From an optimization exercise on the open Yosys and OpenROAD flow, aimed at small area; shortcuts taken in it are not production practice. The RTL was checked by simulation tests, not by an equivalence proof against the original design. Power figures rest on the tool's default switching activity, not on a simulated workload.

## design/flow/config.mk

```make
export PLATFORM = sky130hd
export DESIGN_NAME = toplevel
export DESIGN_NICKNAME = toplevel
export VERILOG_FILES = /design/flow/design.v
export SDC_FILE = /design/flow/constraint.sdc
export NUM_CORES = 4
export LEC_CHECK = 0
export ABC_AREA = 1
export CAP_MARGIN = 20
export CORE_MARGIN = 2
export CORE_UTILIZATION = 40
export SLEW_MARGIN = 20
```

## design/flow/constraint.sdc

```tcl
create_clock -name core_clock -period 10.0 [get_ports {clk}]
set_input_delay 2.0000 -clock core_clock [delete_from_list [all_inputs] [get_ports {clk}]]
set_output_delay 2.0000 -clock core_clock [all_outputs]
set_load 0.01 [all_outputs]
```

## design/flow/design.v

```verilog
module toplevel(S, DIP, LedEx, SEG, AN, reset, clk, led, usb_tx, usb_rx);
    input reset;
    input clk;
    output reg [7:0] led;
    output [3:0] AN;
    output [7:0] SEG;
    output [23:0] LedEx;
    input [23:0] DIP;
    input [4:0] S;
    input usb_rx;
    output reg usb_tx;
    localparam [6:0] C49 = 7'b0101011;
    localparam [6:0] C99 = 7'b1001011;
    localparam [6:0] C68 = 7'b0011101;
    localparam [6:0] C37 = 7'b0111010;
    localparam [6:0] C06 = 7'b0111111;
    localparam [6:0] C51 = 7'b0101100;
    localparam [6:0] C20 = 7'b0111101;
    localparam [6:0] C89 = 7'b1000010;
    localparam [9:0] B858 = 10'b0100000110;
    reg [6:0] c;         
    reg [4:0] C;         
    wire c_end  = (c == C99);
    wire c_mid  = (c == C49);
    always @(posedge clk or negedge reset)
        if (!reset) begin
            c <= 0;
            C <= 0;
            led <= 0;
        end else begin
            c <= c_end ? 7'd0 : {c[5:0], ~(c[6] ^ c[5])};
            if (c_end) begin
                C <= (C == 5'd19) ? 5'd0 : C + 5'd1;
                if (C == 5'd9)
                    led <= led + 8'h1;
            end
        end
    reg tx_done;
    wire tx_last = (led[2:0] == 3'd4) && (C == 5'd6)  && (c == C89);
    wire tx_edge = !tx_done && (
                   ((led[2:0] == 3'd0) && (C == 5'd8)  && (c == C68)) ||
                   ((led[2:0] == 3'd1) && (C == 5'd17) && (c == C37)) ||
                   ((led[2:0] == 3'd1) && (C == 5'd6)  && (c == C06)) ||
                   ((led[2:0] == 3'd3) && (C == 5'd9)  && (c == C51)) ||
                   ((led[2:0] == 3'd4) && (C == 5'd18) && (c == C20)) ||
                   tx_last);
    always @(posedge clk or negedge reset)
        if (!reset) begin
            usb_tx <= 1;
            tx_done <= 0;
        end else begin
            if (tx_edge)
                usb_tx <= ~usb_tx;
            if (tx_last)
                tx_done <= 1;
        end
    reg [15:0] bcd;      
    reg        fired;    
    reg [13:0] K;        
    reg [1:0]  mx;       
    wire active = (S == 5'd0);
    wire k_ge = (mx == 2'd1) ? (K >= 14'd99) : (mx == 2'd2) ? (K >= 14'd999) : (K >= 14'd9999);
    wire fire = active && k_ge;
    wire cy0 = fire & fired;
    wire cy1 = cy0 & (bcd[3:0] == 4'd9);
    wire cy2 = cy1 & (bcd[7:4] == 4'd9);
    wire cy3 = cy2 & (bcd[11:8] == 4'd9);
    function [3:0] dinc(input [3:0] d, input ci);
        dinc = !ci ? d : (d == 4'd9) ? 4'd0 : d + 4'd1;
    endfunction
    always @(posedge clk or negedge reset)
        if (!reset) begin
            bcd <= 0;
            fired <= 0;
            K <= 0;
            mx <= 0;
        end else begin
            if (!active) begin
                if (S[4])      mx <= 2'd2;
                else if (S[3]) mx <= 2'd1;
                else if (S[1]) mx <= 2'd0;
            end else if (fire) begin
                K <= 0;
                fired <= 1;
            end else
                K <= K + 14'd1;
            bcd <= {dinc(bcd[15:12], cy3), dinc(bcd[11:8], cy2), dinc(bcd[7:4], cy1), dinc(bcd[3:0], cy0)};
        end
    reg [3:0] dig;       
    reg [1:0] sidx;      
    reg       back;      
    wire [1:0] cur = back ? 2'd0 : sidx + 2'd1;
    wire show = (cur == 2'd0) ||
                (cur == 2'd1 && bcd[15:4] != 0) ||
                (cur == 2'd2 && bcd[15:8] != 0) ||
                (cur == 2'd3 && bcd[15:12] != 0);
    wire [3:0] curdig = (cur == 2'd0) ? bcd[3:0] : (cur == 2'd1) ? bcd[7:4] : (cur == 2'd2) ? bcd[11:8] : bcd[15:12];
    always @(posedge clk or negedge reset)
        if (!reset) begin
            dig <= 4'hf;
            sidx <= 2'd3;
            back <= 0;
        end else if (c_mid) begin
            if (show) begin
                dig <= curdig;
                sidx <= cur;
                back <= 0;
            end else
                back <= 1;
        end
    wire blank = (dig == 4'hf);
    assign AN = blank ? 4'b1111 : ~(4'b0001 << sidx);
    reg [7:0] seg_r;
    always @(*)
        case (dig)
            4'h0: seg_r = 8'hc0;
            4'h1: seg_r = 8'hf9;
            4'h2: seg_r = 8'ha4;
            4'h3: seg_r = 8'hb0;
            4'h4: seg_r = 8'h99;
            4'h5: seg_r = 8'h92;
            4'h6: seg_r = 8'h82;
            4'h7: seg_r = 8'hf8;
            4'h8: seg_r = 8'h80;
            4'h9: seg_r = 8'h90;
            default: seg_r = 8'hff;
        endcase
    assign SEG = seg_r;
    reg [3:0] rs;        
    reg [9:0] rb;        
    reg [9:0] sh;        
    reg [9:0] frame;
    reg       rx_d;
    reg       seen;
    wire rcv  = (rs >= 4'd2);
    wire tick = rcv && (rb == B858);
    always @(posedge clk)
        if (tick)
            sh <= {usb_rx, sh[9:1]};
    always @(posedge clk or negedge reset)
        if (!reset) begin
            rs <= 0;
            rb <= 0;
            frame <= 0;
            rx_d <= 0;
            seen <= 0;
        end else begin
            rx_d <= usb_rx;
            rb <= (!rcv || tick) ? 10'd0 : {rb[8:0], ~(rb[9] ^ rb[6])};
            if (rs == 4'd0) begin
                if (usb_rx) rs <= 4'd1;
            end else if (rs == 4'd1) begin
                if (!usb_rx) begin
                    rs <= 4'd2;
                    seen <= 1;
                end
            end else if (tick) begin
                if (rs == 4'd12) begin
                    rs <= 4'd0;
                    frame <= sh;
                end else
                    rs <= rs + 4'd1;
            end
        end
    assign LedEx = {seen, 6'd0, rx_d, 6'd0, frame};
endmodule
```

## design/flow/run.sh

```bash
#!/bin/bash
# synth_recipe.tcl (not shown) runs the flow's synth.tcl, then flattens the netlist and writes it again
# the make line also repeats each setting of config.mk as NAME=value (left out here)
make -C /OpenROAD-flow-scripts/flow DESIGN_CONFIG=/design/flow/config.mk WORK_HOME=/design/flow/orfs CLKGATE_MAP_FILE= SYNTH_SCRIPT=/design/flow/synth_recipe.tcl finish
```

==> flow_summary.ini <==
[status]
outcome = no timing/DRC/antenna violations

[logic_synthesis]
syn_inst = 603
async_flop_share_pct = 89.8
yosysTopAreaCell = dfrtp_1
seq_area_frac_synth_pct = 47.6
postSynthAreaPerCell_sq_um = 8.74
synth_cell_type_count = 43
synth_edf_count = 10
syn_area_sq_um = 5270
synth_top_cells_by_count = nand2_1, inv_1, dfrtp_1
synth.most_common_cell = nand2_1
synthTopCellsByArea = dfrtp_1, nand2_1, inv_1, edfxtp_1, ha_1
synth_warnings = 1
synth_ff_type = dfrtp_1
ys_ff_latch = 98
synth_top_area_share_pct = 38.5

[layout]
postLayoutCellArea_sq_um = 6060
nNetsFinal = 698
fill_cells = 1245
drive_gt1_share_pct = 9.86
syn2layout_area_growth_pct = 15.0
diodes = 0

[floorplanning]
die_w_um = 119
core-area_sq_um = 12700
io-pin-count = 77
start_util_pct = 41.4
die_area_sq_um = 14100
die_h_um = 119
row_count = 41

[global_route]
gr-total-overflow = 0
grt_max_degree = 69
grt_pass1_wl_mm = 17.2
grtUsageTotal_pct = 14.8
antenna_found_initial = 0
grt_pass1_vias = 3789

[clock_tree]
cts_tree = yes
cts-resized-gates = 0
cts.sink_count = 98
clk_pin_slew_ns = 0.07
clockBufferDepth = 2
hold_buffers = 0
cts_buffers = 9
clk_latency_ns = 0.35
cts_root_buffer = clkbuf_16
htree_levels = 3
cts_setup_buffers = 0

[sta]
fin_skew_ns = 0.00470
finalHoldViolCount = 0
max_slew_margin_pct = 43.8
rsz0062_at_grt = false
drv_slew = 0
period_share_pct = 41.3
min_period_ns = 4.13
fmax_ghz = 0.242
setup_ws_ns = 5.87
tns_ns = 0
tightestPinTransition_ns = 0.843
setup_violations = 0

[power_and_ir_drop]
vdd_drop_max_mv = 0.103
p_leak_uw = 0.00280
p_per_area_nw_per_um2 = 134

[route]
wl_mm = 9.75
antenna_left = 0
drt_iter0_drc = 183
num_vias = 3958
post-route-drc-count = 0
routedWlPerCell_um = 11.9
drt-vias-per-instance = 4.82
dr.pass1.iters = 4

[setup_path]
cp-start-kind = register
worst-path-buf-inv = 3
crit_path_max_fanout = 5
slowest_stage = dfstp_2
path_class = register to output port
crit_required_ns = 8.00
critPathTopFamily = buffers and inverters
max_stage_delay_ns = 0.56
path_cells = inv_1 -> ha_1 -> nand2_1 -> inv_1 -> o21ai_0 -> clkdlybuf4s50_1
cp_common_cell = inv_1
cp_data_arrival_time_ns = 2.13
cp-end-kind = output port

[place]
dpl_worst_slack_ns = 6.18
io_buffers = 39
placed_area_sq_um = 5780
dp_hpwl_mm = 6.94
place_congestion = 0.819

[worst_hold_path]
hold_path.class = register to register

[run]
cap_violations = 0
state kept, by name (all words and copies together) (netlist names):
name,cells
tx_done,1
led,8
back,1
seen,1
K,14
sh,10
fired,1
rx_d,1
usb_tx,1
c,7
mx,2
bcd,16
sidx,2
rb,10
frame,10
C,5
rs,4
dig,4
final timing paths:
kind / startpoint / end / cells past startpoint / slack [ns]
setup / recovery: dig[1]$_DFFE_PN1P_ / SEG[3] / 6 / 5.87
hold / removal: sh[3]$_DFFE_PP_ / sh[2]$_DFFE_PP_ / 0 / 0.45
setup reg to reg: sidx[0]$_DFFE_PN1P_ / dig[1]$_DFFE_PN1P_ / 10 / 7.86
hold reg to reg: sh[3]$_DFFE_PP_ / sh[2]$_DFFE_PP_ / 0 / 0.45
max in group asynchronous: reset / K[12]$_DFFE_PN0N_ / 2 / 7.35
min in group asynchronous: reset / C[0]$_DFFE_PN0P_ / 1 / 1.52
routing by layer:
layer / part of all wire, % / GRT usage (%)
met1: 49 / 19.9
met3: 3.6 / 3.14
met5: 0 / 0
met4: 1.7 / 5.43
met2: 45 / 23.4
final cells by class:
type / instances / area, sq um / area share [%]
sequential: 98 / 2510 / 41.4
tap: 172 / 215 / 3.55
multi-input combinational: 402 / 2310 / 38.1
timing repair buffer: 40 / 395 / 6.52
inverter: 93 / 349 / 5.76
clock inverter: 6 / 51.3 / 0.847
clock buffer: 10 / 229 / 3.78
through the flow:
| stage | total power [uW] | hold slack [ns] | util [%] | cells |
|---|---|---|---|---|
| 2_1_floorplan | 476 | 0.422 | - | 614 |
| 3_3_place_gp | 491 | 0.424 | 45.4 | 805 |
| 3_5_place_dp | 493 | 0.432 | 45.4 | 805 |
| 4_1_cts | 827 | 0.444 | 47.6 | 821 |
| 5_1_grt | 853 | 0.462 | 47.6 | 821 |
| 6_report | 814 | 0.451 | 47.6 | 821 |
cell families (layout without fill, tap and decap cells):
| family | count (synthesis) | in the layout | synth area share, % |
|---|---|---|---|
| mux | 10 | 10 | 2.14 |
| flops | 98 | 98 | 47.6 |
| xor+xnor | 25 | 25 | 4.15 |
| compound gates | 78 | 78 | 8.05 |
| other cells | 2 | 13 | 0.142 |
| simple gates | 254 | 254 | 23.3 |
| fa+ha+maj | 22 | 22 | 5.22 |
| buf+inv | 114 | 149 | 9.35 |
cells in the final DEF, fill, tap and decap left out, types with 13 or more instances in the layout:
| master | count |
|---|---|
| o21ai_0 | 45 |
| dfrtp_1 | 81 |
| ha_1 | 22 |
| conb_1 | 13 |
| xor2_1 | 21 |
| nand2_1 | 94 |
| nor3_1 | 16 |
| nand4_1 | 13 |
| nor2_1 | 67 |
| clkdlybuf4s50_1 | 38 |
| nand3_1 | 37 |
| a21oi_1 | 15 |
| inv_1 | 85 |
power by group:
part	internal (uW)	switching [uW]	leakage (uW)	total (uW)
combinational	19.6	35.9	0.00145	55.5
sequential	415	14.0	0.00121	429
clock	172	157	0.000139	330

## what the ideal ports hide
The flow's constraints put no driver on any port. The routed layout listed below was extracted and timed again, unchanged, in two steps. Step 1 (the two cells are an assumption about what drives the block):
set clk [get_ports {clk}]
set_driving_cell -lib_cell sky130_fd_sc_hd__clkbuf_16 $clk
set_driving_cell -lib_cell sky130_fd_sc_hd__buf_2 [delete_from_list [all_inputs] $clk]
Step 2 adds t to the input delays and takes it off the output delays; t is the mean of the earliest and latest rising clock arrival at the registers after step 1. Input paths then give back, and output paths get back, about the clock's delay inside the block. Slacks: ideal ports / drivers / drivers and shift; pairs: ideal ports / drivers.
t, ns: 0.381
slack for setup (ns): 5.872 / 5.835 / 6.165
worst slew at a driven data input, ns: 0.03
After both steps this run still meets setup and hold. For this run, drivers alone change the setup slack by -0.037 ns; drivers and shift together by +0.293 ns.
